Context: an optimization exercise on an open-source flow, tuned for small area and a short achievable clock period. The choices shown serve that exercise and are no tape-out recipe. At most, simulation tests tie the RTL to the original design; equivalence was not proved.

==> 02-15 <==
// mac_unit
module mac_unit #(
    parameter AW = 16,
    parameter BW = 16,
    parameter ACCW = 40,
    parameter SIGNED = 0
)(
    input  wire clk,
    input  wire rst_n,
    input  wire en,
    input  wire valid_in,
    input  wire [AW-1:0] a,
    input  wire [BW-1:0] b,
    output reg  valid_out,
    output reg  [ACCW-1:0] acc_out
);
clock: 7.0 ns
lec_check: 0
abc_area: 1
cap_margin: 20
core_margin: 2
core_utilization: 40
setup_slack_margin: 3
slew_margin: 20
synth_hierarchical: 1
synth_minimum_keep_size: 0
run.sh (not shown) runs the stock make flow with config.mk's settings and CLKGATE_MAP_FILE= SYNTH_SCRIPT=/design/flow/synth_recipe.tcl, a recipe that flattens the netlist after the stock synthesis.
==> 09-19 (differences from 02-15) <==
ABC_AREA = unset   (was 1)
CORE_UTILIZATION = 65   (was 40)
==> 05-02 (differences from 02-15) <==
ABC_AREA = unset   (was 1)
SETUP_SLACK_MARGIN = 3.4   (was 3)
==> results.py <==
metrics = {
    "setup_path": {
        "critPathArrivalTime_ps": 4260,
        "crit_fanout": 16,
        "required_ps": 7300,
    },
    "global_routing": {
        "grt_pass1_wl_um": 45800,
    },
    "floorplan": {
        "dieHeight_um": 136,
    },
    "timing": {
        "min_period_ps": 3960,
        "slew_headroom_pct": 35.1,
    },
    "logic_synthesis": {
        "synth_mux_area_share_pct": 0.266,
    },
    "run_status": {
        "status": "complete, no violations",
    },
    "final_layout": {
        "stdcell_area_um2": 12600,
        "area_growth_pct": 11.4,
        "clock_buffers": 17,
    },
}
[end of results for 09-19]
==> results.py <==
metrics = {
    "run_status": {
        "status": "complete, no violations",
    },
    "timing": {
        "slew_headroom_pct": 55.0,
        "min_period_ps": 3980,
    },
    "global_routing": {
        "grt_pass1_wl_um": 56500,
    },
    "logic_synthesis": {
        "synth_mux_area_share_pct": 0,
    },
    "setup_path": {
        "required_ps": 7300,
        "crit_fanout": 16,
        "critPathArrivalTime_ps": 4270,
    },
    "final_layout": {
        "area_growth_pct": 13.4,
        "multi_input_gates": 1085,
        "clock_buffers": 17,
        "multi_input_area_um2": 8820,
    },
    "floorplan": {
        "dieHeight_um": 180,
    },
}
[end of results for 02-15]
==> results.py <==
metrics = {
    "final_layout": {
        "clock_buffers": 18,
        "area_growth_pct": 24.9,
    },
    "setup_path": {
        "crit_fanout": 8,
    },
    "timing": {
        "min_period_ps": 3600,
    },
    "floorplan": {
        "dieHeight_um": 172,
    },
    "logic_synthesis": {
        "synth_mux_area_share_pct": 0.266,
    },
    "run_status": {
        "status": "complete, no violations",
    },
}
[end of results for 05-02]

---

==> inputs of 03-04 <==
mac_unit, a different RTL version from the one above (not shown whole).
Settings: LEC_CHECK=0, CAP_MARGIN=20, CORE_MARGIN=2, CORE_UTILIZATION=40, SETUP_SLACK_MARGIN=4, SLEW_MARGIN=20, SYNTH_HIERARCHICAL=1, SYNTH_MINIMUM_KEEP_SIZE=0; clock period 7.0 ns.
==> 03-11: changes against 03-04 <==
Settings changed: SETUP_SLACK_MARGIN 4 to 3.
==> 01-15: changes against 03-04 <==
Settings changed: SETUP_SLACK_MARGIN 4 to default.
==> results.json <==
{
  "status": "timing/DRC/antenna clean",
  "drt_iter0_markers": 265,
  "instances_no_fill": 1454,
  "slowest_delay_ps": 560,
  "vias_per_cell": 5.13,
  "nNonClkBuffers": 84,
  "place_area_um2": 12200,
  "wl_met3_um": 870,
  "post_cts_buffers": 7,
  "regArea_um2": 2060,
  "cp.depth": 8,
  "tightestPinTransition_ps": 949,
  "hp-start": "acc_out[39]",
  "clock_area_frac": 0.0223
}
Source of the figures above: 03-11

==> results.json <==
{
  "slowest_delay_ps": 550,
  "clock_area_frac": 0.0209,
  "regArea_um2": 2090,
  "hp-start": "acc_out[2]",
  "wl_met3_um": 796,
  "post_cts_buffers": 23,
  "tightestPinTransition_ps": 944,
  "instances_no_fill": 1491,
  "status": "timing/DRC/antenna clean",
  "cp.depth": 9,
  "nNonClkBuffers": 120
}
Source of the figures above: 03-04

==> results.json <==
{
  "status": "timing/DRC/antenna clean",
  "post_cts_buffers": 0,
  "place_area_um2": 12100,
  "hp-start": "acc_out[39]",
  "vias_per_cell": 5.15,
  "clock_area_frac": 0.0238,
  "cp.depth": 8,
  "nNonClkBuffers": 77,
  "setup_violations": 0,
  "regArea_um2": 2060,
  "wl_met3_um": 764,
  "instances_no_fill": 1448,
  "tightestPinTransition_ps": 937
}
Source of the figures above: 01-15

Function was not checked in any run of this note: the RTL went through the layout flow alone.

---

==> job 1910: inputs <==
mac_unit, a different RTL version from the one above (not shown whole).
clock: 7.0 ns
lec_check: 0
cap_margin: 20
core_margin: 2
core_utilization: 65
cts_buf_list: sky130_fd_sc_hd__clkbuf_4 sky130_fd_sc_hd__clkbuf_8
setup_slack_margin: 3.6
slew_margin: 20
synth_hierarchical: 1
synth_minimum_keep_size: 0
==> job 8776 (differences from job 1910) <==
--- a/flow/design.v
+++ b/flow/design.v
@@ -1928,6 +1928,16 @@
     acc_out[39:33] <= hi_next;
   end
 endmodule
+module mac_hi #(parameter N = 7) (
+    input  wire [N-1:0] acc,
+    input  wire cn,        
+    input  wire sel,       
+    input  wire rst_n,
+    output wire [N-1:0] d
+);
+  wire [N-1:0] inc = acc + 1'b1;
+  assign d = !rst_n ? {N{1'b0}} : (sel & ~cn) ? inc : acc;
+endmodule
 module mac_hi2 #(parameter N = 7) (
     input  wire [N-1:0] acc,
     input  wire cn,        
==> qor summary <==
metric                                                             job 8776                  job 1910
Hold worst-path end                                             acc_out[31]               acc_out[31]
Data arrival time of the critical path                              3.70 ns                   3.70 ns
Routability cong.                                                     0.974                     0.974
Class of the tightest hold or removal check                      reg -> reg                reg -> reg
Top Metal Used                                                         met5                      met5
Reg2Reg Launch Point                                                 pr[44]                    pr[44]
Worst Setup EP                                                       pr[34]                    pr[34]
Met3 track demand over resource in global routing                     7.98%                     7.98%
Status                                             timing/DRC/antenna clean  timing/DRC/antenna clean
Simple-gate area share of the yosys netlist                           15.6%                     15.6%
Total core area                                                   17200 µm²                 17200 µm²
Dominant cell by count in the synthesized netlist  sky130_fd_sc_hd__nand2_1  sky130_fd_sc_hd__nand2_1
Synthesized netlist cell count                                         1198                      1198
Count of multi-input gates                                              958                       958
For job 8776, only the layout was checked, not whether the RTL still works.

---

==> branch juniper <==
RTL: one of the versions met above, not the one the previous note started from.
clock: 7.0 ns
lec_check: 0
cap_margin: 20
core_margin: 2
core_utilization: 65
cts_buf_list: sky130_fd_sc_hd__clkbuf_4 sky130_fd_sc_hd__clkbuf_8
setup_slack_margin: 3
slew_margin: 20
synth_hierarchical: 1
synth_minimum_keep_size: 0
==> branch delta (differences from branch juniper) <==
CORE_UTILIZATION = 40   (was 65)
CTS_BUF_LIST = default   (was sky130_fd_sc_hd__clkbuf_4 sky130_fd_sc_hd__clkbuf_8)
==> branch xenon (differences from branch juniper) <==
CORE_UTILIZATION = 40   (was 65)
CTS_BUF_LIST = default   (was sky130_fd_sc_hd__clkbuf_4 sky130_fd_sc_hd__clkbuf_8)
SETUP_SLACK_MARGIN = 3.7   (was 3)
==> reports/qor.yml <==
cells_and_area:
  fin_util: 0.725
  drive_gt1_frac: 0.0780
  fin_nets: 1463
setup_path:
  worstReg2RegStart: "acc_out[10]$_SDFFE_PN0P_"
  endpoint: "pr[50]$_DFF_P_"
global_route:
  grt_pass1_wl_um: 45500
  use_met1: 0.477
status:
  outcome: "complete, no violations"
timing:
  tightestPinTransition_ns: 0.974
  relSlewSlack: 0.351
detailed_routing:
  wl_per_cell_um: 20.4
clock_tree:
  cts_resized: 72
The numbers above come from branch juniper.

==> reports/qor.yml <==
status:
  outcome: "complete, no violations"
timing:
  tightestPinTransition_ns: 1.05
  relSlewSlack: 0.300
detailed_routing:
  wl_per_cell_um: 20.7
clock_tree:
  cts_resized: 417
cells_and_area:
  fin_nets: 1550
The numbers above come from branch xenon.

==> reports/qor.yml <==
status:
  outcome: "complete, no violations"
timing:
  tightestPinTransition_ns: 1.04
  relSlewSlack: 0.309
global_route:
  use_met1: 0.318
setup_path:
  worstReg2RegStart: "acc_out[11]$_SDFFE_PN0P_"
detailed_routing:
  wl_per_cell_um: 19.8
cells_and_area:
  drive_gt1_frac: 0.0818
  fin_nets: 1469
  fin_util: 0.466
clock_tree:
  cts_resized: 108
The numbers above come from branch delta.


---

==> inputs of exp/zinc <==
RTL: one of the versions met above, not the one the previous note started from.
clock: 7.0 ns
lec_check: 0
cap_margin: 20
core_margin: 2
core_utilization: 40
setup_slack_margin: 5
slew_margin: 20
synth_hierarchical: 1
synth_minimum_keep_size: 0
==> inputs of exp/lagoon, as changes to exp/zinc <==
SETUP_SLACK_MARGIN = 2   (was 5)
==> metrics.csv <==
metric,value,unit
fin_cells,1578,
status,finished clean,
dpl_cell_area,12700,um^2
multiInputGateArea,9960,um^2
seq_share,14.3,%
# the run above: exp/zinc

==> metrics.csv <==
metric,value,unit
status,finished clean,
seq_share,16.6,%
path_class,primary input to flip-flop,
multiInputGateArea,8760,um^2
dpl_cell_area,12100,um^2
fin_cells,1447,
layout-drive-gt1-share,3.93,%
largest_cell_class,multi-input gates,
# the run above: exp/lagoon

No functional check of the RTL was part of any run of this note.

---

==> v25: inputs <==
mac_unit, a different RTL version from the one above (not shown whole).
## mac_unit
module mac_unit #(
    parameter AW = 16,
    parameter BW = 16,
    parameter ACCW = 40,
    parameter SIGNED = 0
)(
    input  wire clk,
    input  wire rst_n,
    input  wire en,
    input  wire valid_in,
    input  wire [AW-1:0] a,
    input  wire [BW-1:0] b,
    output reg  valid_out,
    output reg  [ACCW-1:0] acc_out
);
clock: 7.0 ns
lec_check: 0
cap_margin: 5
core_margin: 2
core_utilization: 65
cts_buf_list: sky130_fd_sc_hd__clkbuf_4 sky130_fd_sc_hd__clkbuf_8
setup_slack_margin: 3.7
slew_margin: 5
synth_hierarchical: 1
synth_minimum_keep_size: 0
==> v33 (differences from v25) <==
--- a/flow/config.mk
+++ b/flow/config.mk
@@ -5,11 +5,12 @@
 export SDC_FILE = /design/flow/constraint.sdc
 export NUM_CORES = 4
 export LEC_CHECK = 0
-export CAP_MARGIN = 5
+export ABC_AREA = 1
+export CAP_MARGIN = 20
 export CORE_MARGIN = 2
 export CORE_UTILIZATION = 65
 export CTS_BUF_LIST = sky130_fd_sc_hd__clkbuf_4 sky130_fd_sc_hd__clkbuf_8
 export SETUP_SLACK_MARGIN = 3.7
-export SLEW_MARGIN = 5
+export SLEW_MARGIN = 20
 export SYNTH_HIERARCHICAL = 1
 export SYNTH_MINIMUM_KEEP_SIZE = 0
==> qor summary <==
| item | v33 | v25 |
|---|---|---|
| Status | finished clean | finished clean |
| Final-layout worst hold slack | 0.473 ns | 0.487 ns |
| GRT met3 Usage | 0.0788 | 0.0794 |
| Count of cells resized by post-cts repair | 215 | 208 |
| Count of non-CTS buffers in the layout | 85 | 82 |
| # fillers | 1428 | 1283 |
| Setup WS post-layout | 3.73 ns | 3.71 ns |
| Fraction of synthesized area in multiplexers | 0 | 0.00713 |
| Height of the chip | 143 um | 136 um |

---

==> run F <==
Another version of the RTL of mac_unit (not shown whole).
## mac_unit
module mac_unit #(
    parameter AW = 16,
    parameter BW = 16,
    parameter ACCW = 40,
    parameter SIGNED = 0
)(
    input  wire clk,
    input  wire rst_n,
    input  wire en,
    input  wire valid_in,
    input  wire [AW-1:0] a,
    input  wire [BW-1:0] b,
    output reg  valid_out,
    output reg  [ACCW-1:0] acc_out
);
make LEC_CHECK=0 CAP_MARGIN=20 CORE_MARGIN=2 CORE_UTILIZATION=65 SETUP_SLACK_MARGIN=3.3 SLEW_MARGIN=20 SYNTH_HIERARCHICAL=1 SYNTH_MINIMUM_KEEP_SIZE=0 finish   # period 7.0 ns
==> run A (differences from run F) <==
--- a/flow/design.v
+++ b/flow/design.v
@@ -1284,2 +1284,15 @@
   assign y = a | b;
 endmodule
+module mac_fx (input wire a, input wire b, input wire ci,
+               output wire s, output wire co);
+  wire t;
+  mac_xor x0 (.a(a), .b(b), .y(t));
+  mac_xor x1 (.a(t), .b(ci), .y(s));
+  mac_mux m0 (.s(t), .d0(a), .d1(ci), .y(co));
+endmodule
+module mac_xor (input wire a, input wire b, output wire y);
+  assign y = a ^ b;
+endmodule
+module mac_mux (input wire s, input wire d0, input wire d1, output wire y);
+  assign y = s ? d1 : d0;
+endmodule
CTS_BUF_LIST = sky130_fd_sc_hd__clkbuf_4 sky130_fd_sc_hd__clkbuf_8   (was not set)
==> qor summary <==
	run A	run F
Status	finished clean	finished clean
Met2 wire length	12580 microns	12750 microns
Data required time of the critical path	7340 ps	7350 ps
Clock edge transition at the registers on the reported setup and hold paths	70 ps	60 ps
Clk_skew	13.23 ps	9.436 ps
Fraction of final layout cells with drive strength greater than 1	11.58%	11.04%
Final clock-cell share	3.306%	4.845%
Total wire length	26980 microns	27360 microns
Routed wire length per instance	20.09 microns	20.37 microns
Detailed-routed wire length on met3	2834 microns	2525 microns
Maximum single-stage delay on the critical path	590 ps	570 ps
Final worst slack	3352 ps	3269 ps
Critical path endpoint	pr[57]$_DFF_P_	acc_out[38]$_SDFFE_PN0P_
Startpoint of the lowest-slack register-to-register path	pr[26]$_DFF_P_	pr[42]$_DFF_P_
Met2 track demand over resource in global routing	49.97%	51.38%
Wire length on met1	11230 microns	11660 microns
Via count	8012	8008
Depth of the most critical reg-to-reg path	10	12
Period Utilization, post-route	52.11%	53.29%
Worst R2R End	acc_out[31]$_SDFFE_PN0P_	acc_out[38]$_SDFFE_PN0P_
Function not checked in run A: the RTL went through the layout flow alone.

---

==> inputs of job 9305 <==
RTL: one of the versions met above, not the one the previous note started from.
Settings: LEC_CHECK=0, CAP_MARGIN=20, CORE_MARGIN=2, CORE_UTILIZATION=65, CTS_BUF_LIST=sky130_fd_sc_hd__clkbuf_4 sky130_fd_sc_hd__clkbuf_8, SETUP_SLACK_MARGIN=3.5, SLEW_MARGIN=20, SYNTH_HIERARCHICAL=1, SYNTH_MINIMUM_KEEP_SIZE=0; clock period 7.0 ns.
==> job 2331 (differences from job 9305) <==
- CTS_BUF_LIST: sky130_fd_sc_hd__clkbuf_4 sky130_fd_sc_hd__clkbuf_8 -> default
- SETUP_SLACK_MARGIN: 3.5 -> 3.3
==> qor summary <==
	job 2331	job 9305
End point of the most critical hold path	acc_out[2]	acc_out[39]
Detail-routed net length per standard cell	20.37 µm	20.25 µm
Clock buf/inv share	0.04845	0.03241
Design area	0.01234 mm²	0.01270 mm²
Post-CTS Setup Inserts	3	13
Number of global-route vias before repair	8374	8359
FILL cells	1158	1155
Sequential share of cell area	0.1964	0.1913
Pre-CTS setup slack	2299 ps	2265 ps
Weighted congestion at the end of routability-driven global placement	0.9054	0.8999
Critical Path Start	pr[42]	pr[35]
Outcome	finished clean	finished clean
Worst reg2reg setup slack	3270 ps	3340 ps
CP Max Fanout	4	5
Buffers excl. clock	84	101
Routed vias/inst	5.963	5.951
Measured slew at the worst slew-check pin	1050 ps	1010 ps
Global routing met2 resource utilization	0.5138	0.5078
Worst hold path startpoint	acc_out[2]	acc_out[39]
Multi-input gate share of the layout cell area	0.6628	0.6698
Function was not checked in any run of this note: the RTL went through the layout flow alone.

port drivers added, routing unchanged:
No port has a modelled driver above. Below, the same layouts with a new extraction and two added sets of constraints. Step 1 (the two cells are an assumption about what drives the block):
set clk [get_ports {clk}]
set_driving_cell -lib_cell sky130_fd_sc_hd__clkbuf_16 $clk
set_driving_cell -lib_cell sky130_fd_sc_hd__buf_2 [delete_from_list [all_inputs] $clk]
Step 2, shift: input delay + t, output delay - t, t = (earliest + latest rising clock arrival at the registers) / 2. This alone moves slack from input paths to output paths. Three values: no drivers, after step 1, after step 2; two values: the first two.
| run | t (ns) | setup slack, ns | hold WS [ns] | worst setup path after step 2 | pins driven straight from the clock port |
|---|---|---|---|---|---|
| 02-15 | 0.470 | 3.022 / 3.048 / 2.578 | 0.448 / 0.448 / 0.448 | input to register | 1 |
| 09-19 | 0.471 | 3.041 / 3.059 / 2.588 | 0.480 / 0.480 / 0.480 | input to register | 1 |
| 05-02 | 0.461 | 3.396 / 3.354 / 2.893 | 0.478 / 0.478 / 0.478 | input to register | 1 |
| 03-04 | 0.403 | 2.704 / 2.702 / 2.299 | 0.487 / 0.487 / 0.487 | input to register | 1 |
| 03-11 | 0.396 | 2.792 / 2.788 / 2.392 | 0.468 / 0.468 / 0.468 | input to register | 1 |
| 01-15 | 0.395 | 1.913 / 1.933 / 1.538 | 0.474 / 0.474 / 0.474 | input to register | 1 |
| job 1910 | 0.487 | 3.637 / 3.639 / 3.152 | 0.495 / 0.495 / 0.495 | input to register | 1 |
| job 8776 | 0.487 | 3.637 / 3.639 / 3.152 | 0.495 / 0.495 / 0.495 | input to register | 1 |
| branch juniper | 0.491 | 3.019 / 3.013 / 2.522 | 0.488 / 0.488 / 0.488 | input to register | 1 |
| branch delta | 0.452 | 3.059 / 3.067 / 2.615 | 0.477 / 0.477 / 0.477 | input to register | 1 |
| branch xenon | 0.471 | 3.366 / 3.363 / 2.892 | 0.480 / 0.480 / 0.480 | input to register | 1 |
| exp/zinc | 0.394 | 2.823 / 2.786 / 2.392 | 0.480 / 0.480 / 0.480 | input to register | 1 |
| exp/lagoon | 0.394 | 2.136 / 2.152 / 1.758 | 0.477 / 0.477 / 0.477 | input to register | 1 |
| v25 | 0.482 | 3.711 / 3.727 / 3.245 | 0.487 / 0.487 / 0.487 | input to register | 1 |
| v33 | 0.492 | 3.727 / 3.725 / 3.232 | 0.473 / 0.473 / 0.473 | input to register | 1 |
| run F | 0.461 | 3.269 / 3.269 / 2.914 | 0.477 / 0.477 / 0.477 | input to register | 1 |
| run A | 0.486 | 3.352 / 3.348 / 2.862 | 0.478 / 0.478 / 0.478 | input to register | 1 |
| job 9305 | 0.482 | 3.343 / 3.343 / 3.060 | 0.469 / 0.469 / 0.469 | input to register | 1 |
| job 2331 | 0.461 | 3.269 / 3.269 / 2.914 | 0.477 / 0.477 / 0.477 | input to register | 1 |
After both steps every run listed still meets setup and hold. The setup slack of 05-02, which loses most, moves by -0.042 ns with the drivers and by -0.503 ns with both steps.
